Source: an optimization exercise on an open RTL-to-GDS flow (aim: small area). Production flows keep margins and buffers that such runs may drop. The RTL was checked by simulation tests, not by an equivalence proof against the original design. Power and IR drop assume default switching activity.

==> flow/design.v (outline; a module is shown in full before it is edited, if it fits) <==
// module top: 1948 lines
module  top (clk,reset,data1,data2,data3,data4,data5,data6,data7,data8,data9,data10,data11,data12,data13,data14,data15,data16,data17,data18,data19,data20,
	dataen1,dataen2,dataen3,dataen4,dataen5,dataen6,dataen7,dataen8,dataen9,dataen10,dataen11,dataen12,dataen13,dataen14,dataen15,dataen16,dataen17,dataen18,dataen19,dataen20,
	datao1,datao2,datao3,datao4,datao5,datao6,datao7,datao8,datao9,datao10,datao11,datao12,datao13,datao14,datao15,datao16,datao17,datao18,datao19,datao20);
  // ...
==> flow/flow/run.sh <==
#!/bin/bash
export BUFFER_PORTS_ARGS="-buffer_cell sky130_fd_sc_hd__buf_1"
bash standard.sh > standard.log 2>&1
==> flow/standard.sh <==
#!/bin/bash
# synth_recipe.tcl (not shown) runs the flow's synth.tcl, then flattens the netlist and writes it again
# the make line also repeats each setting of config.mk as NAME=value (left out here)
make -C /OpenROAD-flow-scripts/flow DESIGN_CONFIG=/design/flow/config.mk WORK_HOME=/design/flow/orfs CLKGATE_MAP_FILE= SYNTH_SCRIPT=/design/flow/synth_recipe.tcl "${@:-finish}"
==> flow/config.mk <==
export PLATFORM = sky130hd
export DESIGN_NAME = top
export DESIGN_NICKNAME = top
export VERILOG_FILES = /design/flow/design.v
export SDC_FILE = /design/flow/constraint.sdc
export NUM_CORES = 8
export LEC_CHECK = 0
export CAP_MARGIN = 35
export CELL_PAD_IN_SITES_DETAIL_PLACEMENT = 0
export CELL_PAD_IN_SITES_GLOBAL_PLACEMENT = 0
export CORE_MARGIN = 2
export CORE_UTILIZATION = 65
export CTS_BUF_LIST = sky130_fd_sc_hd__clkbuf_4
export PLACE_DENSITY = 0.75
export SLEW_MARGIN = 35
==> flow/constraint.sdc <==
create_clock -name core_clock -period 8.0 [get_ports {clk}]
set_input_delay 1.6000 -clock core_clock [delete_from_list [all_inputs] [get_ports {clk}]]
set_output_delay 1.6000 -clock core_clock [all_outputs]
set_load 0.01 [all_outputs]
==> key figures, run 1 <==
Pwr
  – Pwr top: sequential cells
  – Net Sw Frac: 34.2%
  – Worst vdd ir: about 0.23 mV

Logic synthesis
  – Mux contribution to synthesized area: 0.928%
  – XOR/XNOR Fraction of Synth Area: 0.0146%
  – Synth top cells by count: edfxtp_1 (2125), nand2_1 (1084), dfrtp_1 (902)
  – Commonest register cell after synthesis: edfxtp_1
  – Leading area contributor after synthesis: edfxtp_1

Cells and area
  – Post-layout util: 74.9%
  – FF+latch count: 3027
  – Commonest cells after routing, fill and taps aside: edfxtp_1 (2125), buf_1 (1182), clkbuf_4 (1085)
  – Share of cells above drive strength 1: 15.3%
  – Area grow syn2layout: 14.3%

Detailed routing
  – DRC: 0
  – Final wirelength: 466 mm
  – Met2 Routed Length: roughly 200 mm

Global routing
  – GR Util All Layers: around 49%
  – First-pass GRT wire length: 629 mm

Setup path
  – Max stage delay on crit path: between 0.8 and 0.9 ns
  – Critical path endpoint: r_data33out1_p[2]
  – Ordered list of cells on the worst path: nor3_1, nand2_2, a222oi_1, nand3_1, a221o_1, buf_4
  – Reg2reg setup slack: 3.82 ns

CTS
  – Number of clock buffers inserted by TritonCTS: 743
  – Maximum root-to-sink buffer count: 4
  – H-tree levels: 6

Place
  – Placed insts: between 10k and 15k

STA
  – Worst hold margin: 0.238 ns
  – Post-route setup TNS: 0 ns
  – Final setup violation count: 0

Job
  – Max-cap viol count: 0

Outcome
  – Status: no timing/DRC/antenna violations

Floorplanning
  – Core box area: roughly 180000 sq um
==> inputs of run 2 (changes only) <==
==> flow/flow/run.sh (replaced) <==
#!/bin/bash
# The standard layout (standard.sh) with two changes:
#  - every input and output port is buffered by a sky130_fd_sc_hd__buf_1
#    (buffer_ports otherwise picks clkdlybuf4s50_1, 2.7x larger);
#  - synthesis maps with an area-oriented ABC script (flow/synth_area.tcl, flow/area.abc).
set -euo pipefail
export BUFFER_PORTS_ARGS="-buffer_cell sky130_fd_sc_hd__buf_1"
work=$(pwd)
sed "s#SYNTH_SCRIPT=[^ ]*#SYNTH_SCRIPT=$work/flow/synth_area.tcl#" standard.sh > flow_standard.sh
bash flow_standard.sh > standard.log 2>&1
==> flow/flow/area.abc (new file) <==
&get -n
&st
&dch
&nf -R 1000 -E 10
&put
&get -n
&st
&dch
&nf -R 1000 -E 10
&put
==> flow/flow/synth_area.tcl (new file) <==
# The standard flow's synthesis script (synth_recipe.tcl, in the work folder) unchanged, except that
# ABC's technology mapping uses the area-oriented script area.abc beside this file.
set ::area_abc_script [file join [file dirname [file normalize [info script]]] area.abc]
proc abc {args} {
  set i [lsearch -exact $args -script]
  if { $i >= 0 } {
    lset args [expr { $i + 1 }] $::area_abc_script
  }
  yosys abc {*}$args
}
source [file join [file dirname [file dirname [file normalize [info script]]]] synth_recipe.tcl]
--- a/flow/config.mk
+++ b/flow/config.mk
@@ -12,3 +12,5 @@
 export CORE_UTILIZATION = 65
-export CTS_BUF_LIST = sky130_fd_sc_hd__clkbuf_4
+export CTS_BUF_LIST = sky130_fd_sc_hd__clkbuf_16
+export CTS_CLUSTER_DIAMETER = 80
+export CTS_CLUSTER_SIZE = 22
 export PLACE_DENSITY = 0.75
==> run 2 against run 1 <==
- clock power decreased by 33%
- combinational power rose by 3.2%
- final area down 7.1%
- final cell count down 14%
- clock-buffer cell count fell by 915
- largest power group unchanged
- critical endpoint is now r_data33out2_p[15]
- sequential share of layout area grew 4.8 points
- global-route usage increased by 1.2 points
- highest routed layer unchanged
==> key figures, run 2 <==
Detailed routing
  – Final wirelength: 449 mm (was 466 mm)
  – Vias per cell: 7.41 (was 6.98)
  – First-pass iteration count of the detailed router: 17 (was 14)
  – Drt wl/cell: 38.7 microns (was 34.4 microns)
  – Post-route ant nets: 0 (unchanged)
  – Via count: 86.0k (was 94.6k)
  – Initial DRC count: 21.6k (was 19.1k)
  – DRC: 0 (unchanged)

Logic synthesis
  – Yosys top cell area share: 56.4% (was 53.1%)
  – Post-synthesis cell type count: 61 (was 95)
  – Synth top cells by count: edfxtp_1 (2125), nand2_1 (1372), dfrtp_1 (902) (was edfxtp_1 (2125), nand2_1 (1084), dfrtp_1 (902))
  – Synth Area in Compound Gates: 14.1% (was 14.7%)
  – Mapped Avg Cell Area: 15.1 sq um (was 13.6 sq um)
  – Most common cell in the netlist: edfxtp_1 (unchanged)
  – Asr flop ratio synth: 29.8% (unchanged)
  – Largest family of logic cells by synthesized area: compound AO/OA/AOI/OAI gates (unchanged)
  – Synth Area in Adders: 0.0221% (was 0.0208%)
  – Commonest register cell after synthesis: edfxtp_1 (unchanged)
  – EDFF count, synth: 2125 (unchanged)
  – #FFs+latches synth: 3027 (unchanged)
  – Mux contribution to synthesized area: 0% (was 0.928%)
  – Synth Area in Simple Gates: 7.61% (was 9.14%)
  – Synth top area cells: edfxtp_1 (56%), dfrtp_1 (20%), a222oi_1 (5.2%) (was edfxtp_1 (53%), dfrtp_1 (19%), nand2_1 (3.4%))
  – Synth warn: 1 (unchanged)
  – Sequential share of the synthesized area: 76.4% (was 71.8%)
  – Mapped Area: 113000 sq um (was 120000 sq um)
  – XOR/XNOR Fraction of Synth Area: 0% (was 0.0146%)
  – Leading area contributor after synthesis: edfxtp_1 (unchanged)
  – Post-Synthesis Cells: 7475 (was 8836)

STA
  – Worst-Margin Slew: 1.08 ns (was 1.05 ns)
  – Crit path time final: 4.75 ns (was 4.18 ns)
  – Tcrit/Tclk final: 59.3% (was 52.3%)
  – Final Skew: 0.0311 ns (was 0.129 ns)
  – Pins Over Slew Limit: 0 (unchanged)
  – RSZ-0062 raised after global routing: no (unchanged)
  – Final-report hold violation count: 0 (unchanged)
  – Max Freq: 211 MHz (was 239 MHz)
  – Worst rel slew slack: 28.1% (was 29.8%)
  – Final setup violation count: 0 (unchanged)
  – Post-route setup TNS: 0 ns (unchanged)

Floorplanning
  – Die Area: 177000 sq um (was 188000 sq um)
  – Die height: 421 microns (was 434 microns)
  – Initial Utilization: 65.2% (was 65.5%)
  – # rows: 153 (was 157)
  – Core box area: 173000 sq um (was 183000 sq um)
  – Die width: 421 microns (was 434 microns)
  – IO Pins: 1302 (unchanged)

Setup path
  – Worst R2R Path Depth: 11 (was 6)
  – Worst Path Arrival: 5.41 ns (about the same)
  – CP Data Required Time: 8.66 ns (was 9.22 ns)
  – Startpoint Class: register (unchanged)
  – FF-to-FF Start: r_data43out1_a[4] (was r_data23out3_a[3])
  – CP Launch Point: r_data43out1_a[4] (was r_data23out3_a[3])
  – Kind of critical path: register to register (unchanged)
  – Crit. End Element: register (unchanged)
  – Critical path peak fanout: 27 (was 29)

Global routing
  – GR Util All Layers: 49.7% (was 48.5%)
  – GRT overflow: 0 (unchanged)
  – First-pass GRT wire length: 607 mm (was 629 mm)
  – Initial antenna violation count: 67 (was 61)
  – Pin count of the biggest net entering global routing: 169 (was 154)
  – Vias in the first global route: 77.7k (was 86.0k)

Cells and area
  – Multi-input gate area: 25600 sq um (was 31100 sq um)
  – Share of cells above drive strength 1: 6.08% (was 15.3%)
  – Area grow syn2layout: 12.9% (was 14.3%)
  – Fill count: 11.2k (was 12.2k)
  – Most common cell after layout, fill and taps aside: edfxtp_1 (unchanged)
  – Commonest cells after routing, fill and taps aside: edfxtp_1 (2125), nand2_1 (1367), buf_1 (1182) (was edfxtp_1 (2125), buf_1 (1182), clkbuf_4 (1085))
  – Post-layout net count: 9687 (was 11.1k)
  – Sequential cell area: 86400 sq um (about the same)

Place
  – GPL Wtd Cong: 1.08 (about the same)
  – Final HPWL DP: 333 mm (was 337 mm)
  – Port Buf Inserts: 1183 (unchanged)

Pwr
  – Overall power: 40600 uW (was 43900 uW)
  – Worst vdd ir: 0.244 mV (was 0.232 mV)
  – PD cells: 318 nW/um^2 (was 319 nW/um^2)
  – Leak pwr: 0.0464 uW (was 0.0522 uW)

CTS
  – Post-CTS sizing: 0 (unchanged)
  – Worst-path clk slew: 0.09 ns (was 0.08 ns)
  – Clk root buf: clkbuf_16 (was clkbuf_4)
  – H-tree levels: 4 (was 6)
  – Worst-Skew Late Latency: 0.87 ns (was 1.57 ns)
  – Num Clock Sinks: 3027 (unchanged)
  – Number of clock buffers inserted by TritonCTS: 158 (was 743)
  – Maximum root-to-sink buffer count: 3 (was 4)
  – Hold_buf cts: 0 (unchanged)
  – Postcts setup bufs: 0 (unchanged)
  – CTS tree: done (unchanged)

Worst hold path
  – Worst hold path type: register to register (was input port to asynchronous set/reset pin)
  – Worst hold start: r_data22out3_p[2]
  – Hold depth: 0

Outcome
  – Status: no timing/DRC/antenna violations (unchanged)

Job
  – Max-cap viol count: 0 (unchanged)
## run 2: cell types whose count changed in the layout (fill, tap and decap cells not counted), sizes merged, moves of 53 or more
cell / change
clkbuf: -914
a222oi: +391
nand3: -324
a21oi: -312
a22o: +276
nand2: +271
o21ai: -206
a221o: -185
inv: -185
o2bb2ai: -125
clkinv: +116
a22oi: -88
mux2i: -80
nor2: -53
## run 2: per-layer routing
metal | share of wire (%) | vias to the layer above | wire (microns) | track usage (%)
li1 | - | 33000 | - | -
met1 | 31 | 41400 | 141000 | 64.3
met2 | 43 | 9793 | 195000 | 71.7
met3 | 17 | 1760 | 74200 | 17.0
met4 | 8.6 | 18 | 38800 | 34.1
met5 | 0.028 | - | 126 | 0
## run 2: final timing paths
path | endpoint | slack [ns]
setup / recovery | r_data33out2_p[15] | 3.25
hold / removal | r_data32out3_p[2] | 0.42
setup reg to reg | r_data33out2_p[15] | 3.25
hold reg to reg | r_data32out3_p[2] | 0.42
max in group asynchronous | r_datao2_p[21] | 5.31
min in group asynchronous | r_data55out8_a[4] | 0.82
## run 2: logic make-up after synthesis
family | after synthesis
fa+ha+maj | 2
simple gates | 2027
buf+inv | 445
other cells | 1
compound gates | 1973
flops | 3027
## run 2: metrics by stage
stage	cell area, sq um	instances	setup WS (ns)	util (%)	hold WS, ns
6_report	128000	11600	3.25	73.6	0.416
5_1_grt	127000	11500	3.09	73.4	0.430
4_1_cts	127000	11500	3.24	73.3	0.423
3_5_place_dp	122000	11200	2.41	70.5	0.405
3_3_place_gp	122000	11100	2.36	70.2	0.402
2_1_floorplan	113000	7572	0.660	-	0.400
## run 2: power breakdown
part           leakage [uW]  switching (uW)  total, uW  internal, uW
clock network       0.00275            5050       8910          3860
registers            0.0310            2550      22500         20000
logic                0.0126            6400       9150          2740
## run 2: critical path, stage by stage (launching register included)
cell and delay (ns):
dfrtp_1 0.52, or2_0 0.34, nor4_1 0.34, nand3_1 0.19, nor4_2 0.49, and3_1 0.41, and2_0 0.17, buf_4 0.31
nor2b_1 0.18, buf_4 0.32, a221o_1 0.82, buf_4 0.44
## run 2: layout make-up
type	count	share of cell area (%)
inverter	333	1.00
antenna	130	0.255
multi-input combinational	4100	20.1
clock buffer	169	3.31
clock inverter	126	0.432
tap	2325	2.28
timing repair buffer	1403	4.92
sequential	3027	67.7
==> inputs of run 3 (changes only) <==
--- a/flow/config.mk
+++ b/flow/config.mk
@@ -11,3 +11,3 @@
 export CORE_MARGIN = 2
-export CORE_UTILIZATION = 65
+export CORE_UTILIZATION = 75
 export CTS_BUF_LIST = sky130_fd_sc_hd__clkbuf_16
@@ -15,3 +15,3 @@
 export CTS_CLUSTER_SIZE = 22
-export PLACE_DENSITY = 0.75
+export PLACE_DENSITY = 0.85
 export SLEW_MARGIN = 35
==> run 3 against run 2 <==
- via count is 5.7% higher
- clock power fell by 1%
- final area down 0.35%
- utilization is 11 points higher
- sequential share of layout area is 0.24 points higher
- critical path type unchanged
- largest power group unchanged
- highest routed layer unchanged
==> key figures, run 3 <==
Outcome
  – Status: no timing/DRC/antenna violations (unchanged)

Logic synthesis
  – Asr flop ratio synth: 29.8% (unchanged)
  – Commonest register cell after synthesis: edfxtp_1 (unchanged)
  – Post-synthesis cell type count: 61 (unchanged)
  – EDFF count, synth: 2125 (unchanged)
  – Most common cell in the netlist: edfxtp_1 (unchanged)
  – Post-Synthesis Cells: 7475 (unchanged)
  – Mapped Area: 113000 sq um (unchanged)
  – Mapped Avg Cell Area: 15.1 sq um (unchanged)
  – Synth top area cells: edfxtp_1 (56%), dfrtp_1 (20%), a222oi_1 (5.2%) (unchanged)
  – Sequential share of the synthesized area: 76.4% (unchanged)
  – #FFs+latches synth: 3027 (unchanged)
  – Synth warn: 1 (unchanged)
  – Yosys top cell area share: 56.4% (unchanged)
  – Synth top cells by count: edfxtp_1 (2125), nand2_1 (1372), dfrtp_1 (902) (unchanged)
  – Leading area contributor after synthesis: edfxtp_1 (unchanged)

STA
  – Worst-Margin Slew: 1.17 ns (was 1.08 ns)
  – RSZ-0062 raised after global routing: no (unchanged)
  – Tcrit/Tclk final: 66.2% (was 59.3%)
  – Final Skew: 0.0373 ns (was 0.0311 ns)
  – Pins Over Slew Limit: 0 (unchanged)
  – Final setup violation count: 0 (unchanged)
  – Worst rel slew slack: 21.9% (was 28.1%)
  – Crit path time final: 5.29 ns (was 4.75 ns)
  – Max Freq: 189 MHz (was 211 MHz)
  – Post-route setup TNS: 0 ns (unchanged)
  – Final-report hold violation count: 0 (unchanged)

Floorplanning
  – Die height: 392 microns (was 421 microns)
  – # rows: 142 (was 153)
  – Initial Utilization: 75.5% (was 65.2%)
  – IO Pins: 1302 (unchanged)
  – Core box area: 150000 sq um (was 173000 sq um)
  – Die width: 392 microns (was 421 microns)
  – Die Area: 154000 sq um (was 177000 sq um)

Global routing
  – Initial antenna violation count: 104 (was 67)
  – GRT overflow: 0 (unchanged)
  – Pin count of the biggest net entering global routing: 160 (was 169)
  – GR Util All Layers: 58.3% (was 49.7%)
  – First-pass GRT wire length: 612 mm (was 607 mm)
  – Vias in the first global route: 81.5k (was 77.7k)

Detailed routing
  – Vias per cell: 8.02 (was 7.41)
  – Initial DRC count: 25.1k (was 21.6k)
  – Drt wl/cell: 40.2 microns (was 38.7 microns)
  – Final wirelength: 456 mm (was 449 mm)
  – DRC: 0 (unchanged)
  – Via count: 90.9k (was 86.0k)
  – Post-route ant nets: 0 (unchanged)
  – First-pass iteration count of the detailed router: 23 (was 17)

Cells and area
  – Fill count: 6972 (was 11.2k)
  – Most common cell after layout, fill and taps aside: edfxtp_1 (unchanged)
  – Post-layout net count: 9673 (was 9687)
  – Area grow syn2layout: 12.5% (was 12.9%)
  – Post-layout util: 84.9% (was 73.6%)
  – Share of cells above drive strength 1: 5.98% (was 6.08%)
  – Commonest cells after routing, fill and taps aside: edfxtp_1 (2125), nand2_1 (1367), buf_1 (1182) (unchanged)

Setup path
  – Worst Path Arrival: 5.98 ns (was 5.41 ns)
  – Critical path peak fanout: 27 (unchanged)
  – Buffers & Inverters on Critical Path: 3 (unchanged)
  – CP Data Required Time: 8.68 ns (was 8.66 ns)
  – Startpoint Class: register (unchanged)
  – Worst path top cell family by delay: simple AND/OR/NAND/NOR gates (unchanged)
  – Worst path slowest cell: a221o_1 (unchanged)
  – Cell mode on critical path: buf_4 (unchanged)
  – Crit. End Element: register (unchanged)
  – Kind of critical path: register to register (unchanged)
  – Max stage delay on crit path: 0.86 ns (was 0.82 ns)
  – Ordered list of cells on the worst path: or2_0, nor4_1, nand3_1, nor4_2, and3_1, and2_1, buf_4, nor2b_1, buf_4, a221o_1, buf_4 (was or2_0, nor4_1, nand3_1, nor4_2, and3_1, and2_0, buf_4, nor2b_1, buf_4, a221o_1, buf_4)

Place
  – GPL Wtd Cong: 1.11 (was 1.08)
  – Port Buf Inserts: 1183 (unchanged)
  – Final HPWL DP: 325 mm (was 333 mm)

CTS
  – Post-CTS sizing: 0 (unchanged)
  – Number of clock buffers inserted by TritonCTS: 157 (was 158)
  – Maximum root-to-sink buffer count: 3 (unchanged)
  – Worst-Skew Late Latency: 0.89 ns (was 0.87 ns)
  – Worst-path clk slew: 0.09 ns (about the same)
  – Hold_buf cts: 0 (unchanged)
  – Postcts setup bufs: 0 (unchanged)
  – Num Clock Sinks: 3027 (unchanged)
  – Clk root buf: clkbuf_16 (unchanged)
  – CTS tree: done (unchanged)
  – H-tree levels: 4 (unchanged)

Worst hold path
  – Worst hold path type: register to register (unchanged)

Job
  – Max-cap viol count: 0 (unchanged)

Pwr
  – Leak pwr: 0.0463 uW (was 0.0464 uW)
  – Worst vdd ir: 0.261 mV (was 0.244 mV)
  – PD cells: 321 nW/um^2 (was 318 nW/um^2)
==> run 3: per-stage QoR <==
stage / total power [uW] / area (sq um) / hold slack (ns) / instances / worst slack [ns]
final: 40800 / 127000 / 0.419 / 11300 / 2.71
after global routing: 41300 / 127000 / 0.429 / 11200 / 2.68
after CTS: 39700 / 126000 / 0.417 / 11100 / 3.06
after detailed placement: 31300 / 122000 / 0.405 / 10800 / 2.34
after global placement: 30800 / 121000 / 0.403 / 10800 / 2.32
after floorplan: 26000 / 113000 / 0.400 / 7572 / 0.660
==> run 3: kinds of logic after synthesis <==
group / count (synthesis) / share of synthesized area [%]
other cells: 1 / 0.00332
fa+ha+maj: 2 / 0.0221
flops: 3027 / 76.4
compound gates: 1973 / 14.1
buf+inv: 445 / 1.85
simple gates: 2027 / 7.61
==> run 3: worst paths after layout <==
kind                                    from                  to  slack (ns)  cells past startpoint
setup / recovery           r_data43out1_a[4]  r_data33out1_p[14]        2.71                     11
hold / removal             r_data24out3_p[7]   r_data34out3_p[7]        0.42                      0
setup reg to reg           r_data43out1_a[4]  r_data33out1_p[14]        2.71                     11
hold reg to reg            r_data24out3_p[7]   r_data34out3_p[7]        0.42                      0
max in group asynchronous              reset      r_datao17_p[6]        5.48                      3
min in group asynchronous              reset     r_datao11_p[10]        0.80                      1
==> run 3: cell type report <==
class / instances / area, sq um / area share (%)
inverter: 333 / 1270 / 1.00
clock inverter: 133 / 656 / 0.516
tap: 2016 / 2520 / 1.98
timing repair buffer: 1390 / 6210 / 4.89
multi-input combinational: 4100 / 25700 / 20.2
clock buffer: 160 / 4000 / 3.15
sequential: 3027 / 86400 / 67.9
antenna: 176 / 440 / 0.346
==> run 3: routing by layer <==
metal	vias up	track usage, %	wire [microns]
li1	33000	-	-
met1	42000	69.7	124000
met2	12600	80.2	186000
met3	3232	26.8	89700
met4	46	50.5	55700
met5	-	0.797	553
==> run 3: report_power, final <==
| group | internal [uW] | switching, uW |
|---|---|---|
| clock | 3700 | 5110 |
| sequential | 20000 | 2580 |
| combinational | 2780 | 6680 |

port drivers added, routing unchanged:
How much do the figures lean on ideal ports? The routed layouts below were timed once more, with nothing changed but the port constraints.
Step 1: set_driving_cell puts a clkbuf_16 on clk and a buf_2 on each other input, an assumption about the parent block.
Step 2, shift: input delay + t, output delay - t, t = (earliest + latest rising clock arrival at the registers) / 2. This alone moves slack from input paths to output paths.
Three values: no drivers, after step 1, after step 2; two values: the first two.
run	t, ns	setup WS [ns]	worst hold slack (ns)	worst setup path after step 2	pins driven straight from the clock port
run 1	1.603	3.815 / 3.815 / 2.986	0.238 / 0.165 / 0.337	input to register	1
run 2	0.956	3.253 / 3.253 / 2.486	0.416 / 0.416 / 0.416	input to register	1
run 3	0.965	2.708 / 2.708 / 2.351	0.419 / 0.419 / 0.419	input to register	1
After both steps every run listed still meets setup and hold. The setup slack of run 1, which loses most, moves by 0.000 ns with the drivers and by -0.829 ns with both steps.
